Background: an optimization exercise with open tools, aiming at small area, a short achievable clock period and few clock cycles. Do not read the settings as production practice. The RTL was checked by simulation tests, not by an equivalence proof against the original design. No activity file was given, so power comes from the tool's default toggle rates.

==> inputs of run Z <==
// systolic_4x4
module systolic_4x4 (
    input logic go,
    input logic clk,
    input logic reset,
    output logic done,
    output logic [4:0] t0_addr0,
    input logic [31:0] t0_read_data,
    output logic [4:0] t1_addr0,
    input logic [31:0] t1_read_data,
    output logic [4:0] t2_addr0,
    input logic [31:0] t2_read_data,
    output logic [4:0] t3_addr0,
    input logic [31:0] t3_read_data,
    output logic [4:0] l0_addr0,
    input logic [31:0] l0_read_data,
    output logic [4:0] l1_addr0,
    input logic [31:0] l1_read_data,
    output logic [4:0] l2_addr0,
    input logic [31:0] l2_read_data,
    output logic [4:0] l3_addr0,
    input logic [31:0] l3_read_data,
    output logic [4:0] out_mem_addr0,
    output logic [4:0] out_mem_addr1,
    output logic [31:0] out_mem_write_data,
    output logic out_mem_write_en
);
  localparam int LAT = 2;
  localparam int D = 2;
  localparam int LAST = 67 + D + LAT;
  logic [6:0] cnt;
  logic [3:0] l_addr;
  logic [3:0] t_addr [4];
  logic [1:0] row;           
  logic [31:0] lr [4+D-1];
  logic [31:0] lr3 [1:4];    
  logic [9:0] t_s1 [4];
  logic [9:0] t_s2 [4];
  logic [9:0] t_s3 [4];
  logic [9:0] t_s4 [4];
  logic [9:0] t_neg [4];
  logic [1:0] t_e [4];
  logic [3:0] first;
  logic [31:0] acc_s [4];    
  logic [31:0] acc_c [4];
  logic [31:0] ns [4];
  logic [31:0] nc [4];
  logic [3:0] fin;           
  logic [1:0] wr_row;
  logic [1:0] wr_col;
  logic [31:0] wr_data;
  logic wr_en;
  logic done_r;
  always_ff @(posedge clk) begin
    if (reset) begin
      cnt <= '0;
      l_addr <= '0;
      row <= '0;
      for (int j = 0; j < 4; j++) t_addr[j] <= 4'(-(j + D - 1));
      first <= '0;
      fin <= '0;
      wr_en <= 1'b0;
      done_r <= 1'b0;
    end else if (go) begin
      if (cnt != LAST) cnt <= cnt + 7'd1;
      l_addr <= l_addr + 4'd1;
      if (l_addr == 4'd15) row <= row + 2'd1;
      for (int j = 0; j < 4; j++) t_addr[j] <= t_addr[j] + 4'd1;
      for (int j = 0; j < 4; j++)
        first[j] <= (t_addr[j] == 4'(LAT - 1)) && (cnt >= 7'(j + D + LAT - 2)) && (cnt <= 7'(j + D + LAT + 46));
      for (int j = 0; j < 4; j++)
        fin[j] <= (t_addr[j] == 4'(LAT - 1)) && (cnt >= 7'(j + D + LAT + 14)) && (cnt <= 7'(j + D + LAT + 62));
      wr_en <= |fin;
  ...
export LEC_CHECK = 0
export ABC_AREA = 1
export CAP_MARGIN = 20
export CORE_MARGIN = 2
export CORE_UTILIZATION = 50
export CTS_CLUSTER_DIAMETER = 100
export CTS_CLUSTER_SIZE = 20
export PLACE_DENSITY = 0.6
export SLEW_MARGIN = 20
create_clock -name core_clock -period 10.0 [get_ports {clk}]
standard.sh (not shown) runs the stock make flow with config.mk's settings and CLKGATE_MAP_FILE= SYNTH_SCRIPT=/design/flow/synth_recipe.tcl, a recipe that flattens the netlist after the stock synthesis.
==> flow/flow/run.sh <==
#!/bin/bash
# The standard layout, with timing repair aiming for a setup slack of
# MARGIN ns at the design's clock period (so the repair works on paths the
# 10 ns constraint alone would leave untouched), and the port buffers made
# with buf_2 cells.
set -euo pipefail
MARGIN=6.9
bash standard.sh SETUP_SLACK_MARGIN=$MARGIN \
  "BUFFER_PORTS_ARGS=-buffer_cell sky130_fd_sc_hd__buf_2" finish > standard_finish.log 2>&1
==> run X: changes against run Z <==
--- a/flow/flow/run.sh
+++ b/flow/flow/run.sh
@@ -6,3 +6,3 @@
 set -euo pipefail
-MARGIN=6.9
+MARGIN=6.6
 bash standard.sh SETUP_SLACK_MARGIN=$MARGIN \
==> comparison table <==
item	run Z	run X
Outcome	timing/DRC/antenna clean	timing/DRC/antenna clean
Min Clock Period, post-route	3.29 ns	3.43 ns
Final clock period utilization by the worst path	0.329	0.343
Post-CTS Setup Repair Bufs	40	1
Flip-flop and latch power	8.96 mW	8.88 mW
Share of cell area taken by multi-input logic gates	0.523	0.531
Count of buffers not belonging to the clock network in the layout	538	448
Antenna Cells	23	15
Terminus of the critical flop-to-flop path	wr_data[16]	g_mac[0].u_mac.p1[82]
Endpoint of the worst setup timing path	out_mem_write_data[16]	g_mac[0].u_mac.p1[82]
Via count normalized by instance count	6.15	6.16
Achievable frequency	304 MHz	292 MHz
Total number of cells along the worst setup path	1	7
Final non-clock buffer share	0.0484	0.0327
Post-Layout Cell Count	10700	10600
Post-cts sizing count	316	50
IR Drop Worst-Case VDD	0.000178 V	0.000178 V
Pwr Density	320 nW/um2	322 nW/um2
Wire length reported by the detailed router	317 mm	311 mm
Tightest slew margin relative to the limit	0.194	0.163
Slowest CP cell	sky130_fd_sc_hd__dfxtp_4	sky130_fd_sc_hd__a221oi_1
Total power after layout	27.4 mW	26.7 mW
Routed len/inst	29.5 um	29.2 um
Share of layout cells above drive strength 1	0.127	0.0852
Number of violations reported at the end of detailed-routing iteration 0	9729	9857
Setup Skew	0.0357 ns	0.0387 ns
Global-route met1 utilization	0.492	0.492
Testbench counts of run Z, summed over its fixed seeds: cycles 3,456.
Testbench counts of run X, summed over its fixed seeds: cycles 3,456.

==> trial 96: inputs <==
Another version of the RTL of systolic_4x4 (not shown whole).
## systolic_4x4
module systolic_4x4 (
    input logic go,
    input logic clk,
    input logic reset,
    output logic done,
    output logic [4:0] t0_addr0,
    input logic [31:0] t0_read_data,
    output logic [4:0] t1_addr0,
    input logic [31:0] t1_read_data,
    output logic [4:0] t2_addr0,
    input logic [31:0] t2_read_data,
    output logic [4:0] t3_addr0,
    input logic [31:0] t3_read_data,
    output logic [4:0] l0_addr0,
    input logic [31:0] l0_read_data,
    output logic [4:0] l1_addr0,
    input logic [31:0] l1_read_data,
    output logic [4:0] l2_addr0,
    input logic [31:0] l2_read_data,
    output logic [4:0] l3_addr0,
    input logic [31:0] l3_read_data,
    output logic [4:0] out_mem_addr0,
    output logic [4:0] out_mem_addr1,
    output logic [31:0] out_mem_write_data,
    output logic out_mem_write_en
);
export LEC_CHECK = 0
export ABC_AREA = 1
export CAP_MARGIN = 20
export CORE_MARGIN = 2
export CORE_UTILIZATION = 50
export PLACE_DENSITY = 0.6
export SLEW_MARGIN = 20
create_clock -name core_clock -period 10.0 [get_ports {clk}]
==> flow/flow/run.sh <==
#!/bin/bash
# The standard layout, with timing repair aiming for a setup slack of
# MARGIN ns at the design's clock period (so the repair works on paths the
# 10 ns constraint alone would leave untouched).
set -euo pipefail
MARGIN=6.0
bash standard.sh SETUP_SLACK_MARGIN=$MARGIN finish > standard_finish.log 2>&1
==> inputs of build 83, as changes to trial 96 <==
==> flow/run.sh (new file) <==
#!/bin/bash
# synth_recipe.tcl (not shown) runs the flow's synth.tcl, then flattens the netlist and writes it again
# the make line also repeats each setting of config.mk as NAME=value (left out here)
make -C /OpenROAD-flow-scripts/flow DESIGN_CONFIG=/design/flow/config.mk WORK_HOME=/design/flow/orfs CLKGATE_MAP_FILE= SYNTH_SCRIPT=/design/flow/synth_recipe.tcl finish
removed: flow/flow/run.sh
removed: flow/standard.sh
==> notes <==
Maximum frequency: build 83 is lower than trial 96 (about 15%). Between build 83 and trial 96, the lower core utilization is in build 83 (gap 5.9 points). Sequential share of layout area: trial 96 is lower than build 83 (1.1 points). Critical path depth is the same in trial 96 and build 83. In build 83 the final cell count is lower than in trial 96, by about 4%. In sequential cell count, trial 96 and build 83 do not differ. In trial 96 the final area is higher than in build 83, by 11%. Global-route usage: trial 96 is higher than build 83 (2.5 points).
Testbench counts of trial 96, summed over its fixed seeds: cycles 3,360.
Testbench counts of build 83, summed over its fixed seeds: cycles 3,360.

==> 08-18 <==
Another version of the RTL of systolic_4x4 (not shown whole).
Design systolic_4x4, start of the top module:
module systolic_4x4 (
    input logic go,
    input logic clk,
    input logic reset,
    output logic done,
    output logic [4:0] t0_addr0,
    input logic [31:0] t0_read_data,
    output logic [4:0] t1_addr0,
    input logic [31:0] t1_read_data,
    output logic [4:0] t2_addr0,
    input logic [31:0] t2_read_data,
    output logic [4:0] t3_addr0,
    input logic [31:0] t3_read_data,
    output logic [4:0] l0_addr0,
    input logic [31:0] l0_read_data,
    output logic [4:0] l1_addr0,
    input logic [31:0] l1_read_data,
    output logic [4:0] l2_addr0,
    input logic [31:0] l2_read_data,
    output logic [4:0] l3_addr0,
    input logic [31:0] l3_read_data,
    output logic [4:0] out_mem_addr0,
    output logic [4:0] out_mem_addr1,
    output logic [31:0] out_mem_write_data,
    output logic out_mem_write_en
);
  localparam int LAT = 2;
  localparam int LAST = 68 + LAT;
  logic [6:0] cnt;
  logic [3:0] l_addr;
  logic [3:0] t_addr [4];
  logic [1:0] row;           
  logic [31:0] lr [4];
  logic [15:0] t_one [4];
  logic [15:0] t_two [4];
  logic [15:0] t_neg [4];
  logic [3:0] first;
  logic [31:0] acc_s [4];    
  logic [31:0] acc_c [4];
  logic [31:0] ns [4];
  logic [31:0] nc [4];
  logic [3:0] fin;           
  logic [1:0] wr_row;
  logic [1:0] wr_col;
  logic [31:0] wr_data;
  logic wr_en;
  logic done_r;
  always_ff @(posedge clk) begin
    if (reset) begin
      cnt <= '0;
      l_addr <= '0;
      row <= '0;
      for (int j = 0; j < 4; j++) t_addr[j] <= 4'(-j);
      first <= '0;
      fin <= '0;
      wr_en <= 1'b0;
      done_r <= 1'b0;
    end else if (go) begin
      if (cnt != LAST) cnt <= cnt + 7'd1;
      l_addr <= l_addr + 4'd1;
      if (l_addr == 4'd15) row <= row + 2'd1;
  ...
Settings: LEC_CHECK=0, ABC_AREA=1, CAP_MARGIN=20, CORE_MARGIN=2, CORE_UTILIZATION=65, PLACE_DENSITY=0.72, SLEW_MARGIN=20; clock period 10.0 ns.
==> flow/flow/run.sh <==
#!/bin/bash
# The standard layout, with timing repair aiming for a setup slack of
# MARGIN ns at the design's clock period (so the repair works on paths the
# 10 ns constraint alone would leave untouched).
set -euo pipefail
MARGIN=6.5
bash standard.sh SETUP_SLACK_MARGIN=$MARGIN finish > standard_finish.log 2>&1
==> 01-07 (differences from 08-18) <==
--- a/flow/config.mk
+++ b/flow/config.mk
@@ -10,4 +10,4 @@
 export CORE_MARGIN = 2
-export CORE_UTILIZATION = 65
-export PLACE_DENSITY = 0.72
+export CORE_UTILIZATION = 50
+export PLACE_DENSITY = 0.6
 export SLEW_MARGIN = 20
==> qor summary <==
Antenna Cells: 01-07 6; 08-18 21
Number of logic stages on the critical path including buffering: 01-07 9; 08-18 8
Multi-input gate share of the layout cell area: 01-07 53.2%; 08-18 53.9%
Vias after detailed routing: 01-07 63132; 08-18 65626
Post-CTS Resized: 01-07 257; 08-18 236
Combinational power share: 01-07 52.7%; 08-18 54.0%
TritonCTS Buffers: 01-07 135; 08-18 116
Hold path endpoint: 01-07 lr[1][8]; 08-18 lr[2][1]
Depth of the CTS H-tree: 01-07 4; 08-18 3
Worst vdd ir: 01-07 0.000242 V; 08-18 0.000359 V
Buffers inserted during post-CTS setup optimization: 01-07 41; 08-18 47
Proportion of cell area spent on the clock network: 01-07 5.14%; 08-18 4.66%
Final core occ: 01-07 57.1%; 08-18 73.5%
Internal power contribution: 01-07 15.4 mW; 08-18 15.1 mW
Total power of the final layout: 01-07 28.0 mW; 08-18 27.6 mW
Number of antenna violations at the first check in global routing: 01-07 36; 08-18 26
Number of filler instances in the final layout: 01-07 14408; 08-18 8826
Final hold slack: 01-07 0.354 ns; 08-18 0.384 ns
Outcome: 01-07 timing/DRC/antenna clean; 08-18 timing/DRC/antenna clean
Testbench counts of 08-18, summed over its fixed seeds: cycles 3,408.
Testbench counts of 01-07, summed over its fixed seeds: cycles 3,408.

==> 02-26 <==
Another version of the RTL of systolic_4x4 (not shown whole).
==> flow/config.mk <==
export PLATFORM = sky130hd
export DESIGN_NAME = systolic_4x4
export DESIGN_NICKNAME = systolic_4x4
export VERILOG_FILES = /design/flow/design.v
export SDC_FILE = /design/flow/constraint.sdc
export NUM_CORES = 4
export LEC_CHECK = 0
export ABC_AREA = 1
export CAP_MARGIN = 20
export CORE_MARGIN = 2
export CORE_UTILIZATION = 50
export CTS_CLUSTER_DIAMETER = 100
export CTS_CLUSTER_SIZE = 20
export PLACE_DENSITY = 0.6
export SLEW_MARGIN = 20
==> flow/constraint.sdc <==
create_clock -name core_clock -period 10.0 [get_ports {clk}]
set_input_delay 2.0000 -clock core_clock [delete_from_list [all_inputs] [get_ports {clk}]]
set_output_delay 2.0000 -clock core_clock [all_outputs]
set_load 0.01 [all_outputs]
==> flow/flow/run.sh <==
#!/bin/bash
# The standard layout, with timing repair aiming for a setup slack of
# MARGIN ns at the design's clock period (so the repair works on paths the
# 10 ns constraint alone would leave untouched), and the port buffers made
# with buf_2 cells.
set -euo pipefail
MARGIN=7.0
bash standard.sh SETUP_SLACK_MARGIN=$MARGIN \
  "BUFFER_PORTS_ARGS=-buffer_cell sky130_fd_sc_hd__buf_2" finish > standard_finish.log 2>&1
==> 11-08 (differences from 02-26) <==
--- a/flow/flow/run.sh
+++ b/flow/flow/run.sh
@@ -4,6 +4,6 @@
 # 10 ns constraint alone would leave untouched), and the port buffers made
 # with buf_2 cells.
 set -euo pipefail
-MARGIN=7.0
+MARGIN=6.9
 bash standard.sh SETUP_SLACK_MARGIN=$MARGIN \
   "BUFFER_PORTS_ARGS=-buffer_cell sky130_fd_sc_hd__buf_2" finish > standard_finish.log 2>&1
- CORE_UTILIZATION: 50 -> 45
- PLACE_DENSITY: 0.6 -> 0.5
==> 02-13 (differences from 02-26) <==
--- a/flow/flow/run.sh
+++ b/flow/flow/run.sh
@@ -4,6 +4,6 @@
 # 10 ns constraint alone would leave untouched), and the port buffers made
 # with buf_2 cells.
 set -euo pipefail
-MARGIN=7.0
+MARGIN=6.75
 bash standard.sh SETUP_SLACK_MARGIN=$MARGIN \
   "BUFFER_PORTS_ARGS=-buffer_cell sky130_fd_sc_hd__buf_2" finish > standard_finish.log 2>&1
==> 09-01 (differences from 02-26) <==
--- a/flow/flow/run.sh
+++ b/flow/flow/run.sh
@@ -4,6 +4,6 @@
 # 10 ns constraint alone would leave untouched), and the port buffers made
 # with buf_2 cells.
 set -euo pipefail
-MARGIN=7.0
+MARGIN=6.9
 bash standard.sh SETUP_SLACK_MARGIN=$MARGIN \
   "BUFFER_PORTS_ARGS=-buffer_cell sky130_fd_sc_hd__buf_2" finish > standard_finish.log 2>&1
==> results.toml <==
[global_routing]
global_route.usage.met3_pct = 11.69
grt_pass1_vias = 65350

[sta]
finClkSkew_ns = 0.03013
whs_ns = 0.3586
finalCritPeriodShare_pct = 33.28

[layout]
final_util_pct = 50.76
drive_gt1_share_pct = 13.05
bufAreaShareNonClock_pct = 5.662
multi_input_area_share_pct = 52.15
multi_input_area_mm2 = 0.04606

[placement]
globalplace.congestion = 1.003

[power_and_ir_drop]
p_leak_nw = 39.82
peakVddDrop_mv = 0.2685
p_seq_mw = 9.45

[detailed_routing]
wirelength_met1_mm = 140.2

[status]
status = "timing/DRC/antenna clean"
the above is filed under 11-08

==> results.toml <==
[sta]
whs_ns = 0.3612
finClkSkew_ns = 0.03428
finalCritPeriodShare_pct = 33.53

[layout]
final_util_pct = 56.07
bufAreaShareNonClock_pct = 5.389
drive_gt1_share_pct = 13.66
multi_input_area_share_pct = 52.31

[detailed_routing]
wirelength_met1_mm = 131.0

[power_and_ir_drop]
peakVddDrop_mv = 0.1638
p_seq_mw = 9.32

[global_routing]
grt_pass1_vias = 65630
global_route.usage.met3_pct = 13.84

[status]
status = "timing/DRC/antenna clean"
the above is filed under 02-26

==> results.toml <==
[placement]
globalplace.congestion = 1.092

[layout]
multi_input_area_share_pct = 52.44
drive_gt1_share_pct = 11.72

[detailed_routing]
wirelength_met1_mm = 130.3

[sta]
finalCritPeriodShare_pct = 33.47

[power_and_ir_drop]
p_leak_nw = 39.31

[global_routing]
grt_pass1_vias = 65270

[status]
status = "timing/DRC/antenna clean"
the above is filed under 09-01

==> results.toml <==
[layout]
bufAreaShareNonClock_pct = 4.107
multi_input_area_share_pct = 52.86
multi_input_area_mm2 = 0.04518

[sta]
finalCritPeriodShare_pct = 33.41
finClkSkew_ns = 0.03162

[global_routing]
grt_pass1_vias = 64970

[detailed_routing]
wirelength_met1_mm = 130.2

[placement]
globalplace.congestion = 1.092

[status]
status = "timing/DRC/antenna clean"
the above is filed under 02-13

Testbench counts of 02-26, summed over its fixed seeds: cycles 3,456.
Testbench counts of 11-08, summed over its fixed seeds: cycles 3,456.
Testbench counts of 02-13, summed over its fixed seeds: cycles 3,456.
Testbench counts of 09-01, summed over its fixed seeds: cycles 3,456.

[re-timing with driven ports]
No port has a modelled driver above. Below, the same layouts with a new extraction and two added sets of constraints. Step 1 (the two cells are an assumption about what drives the block):
set clk [get_ports {clk}]
set_driving_cell -lib_cell sky130_fd_sc_hd__clkbuf_16 $clk
set_driving_cell -lib_cell sky130_fd_sc_hd__buf_2 [delete_from_list [all_inputs] $clk]
Step 2, shift: input delay + t, output delay - t, t = (earliest + latest rising clock arrival at the registers) / 2. This alone moves slack from input paths to output paths. Three values: no drivers, after step 1, after step 2; two values: the first two.
run	t (ns)	slack for setup (ns)	worst register clock-pin slew, ns	pins driven straight from the clock port
run Z	0.811	6.710 / 6.617 / 6.365	0.09 / 0.09	1
run X	0.811	6.571 / 6.534 / 6.154	0.09 / 0.09	1
trial 96	0.821	5.706 / 5.706 / 5.504	0.07 / 0.07	1
build 83	0.784	4.967 / 4.967 / 4.967	0.07 / 0.07	1
08-18	0.840	6.422 / 6.421 / 5.946	0.07 / 0.07	1
01-07	0.858	6.533 / 6.458 / 6.021	0.06 / 0.06	1
02-26	0.813	6.647 / 6.559 / 6.308	0.10 / 0.10	1
11-08	0.846	6.672 / 6.585 / 6.371	0.09 / 0.09	1
02-13	0.810	6.659 / 6.571 / 6.106	0.10 / 0.10	1
09-01	0.813	6.653 / 6.566 / 6.317	0.10 / 0.10	1
After both steps every run listed still meets setup and hold. The setup slack of 02-13, which loses most, moves by -0.088 ns with the drivers and by -0.553 ns with both steps.
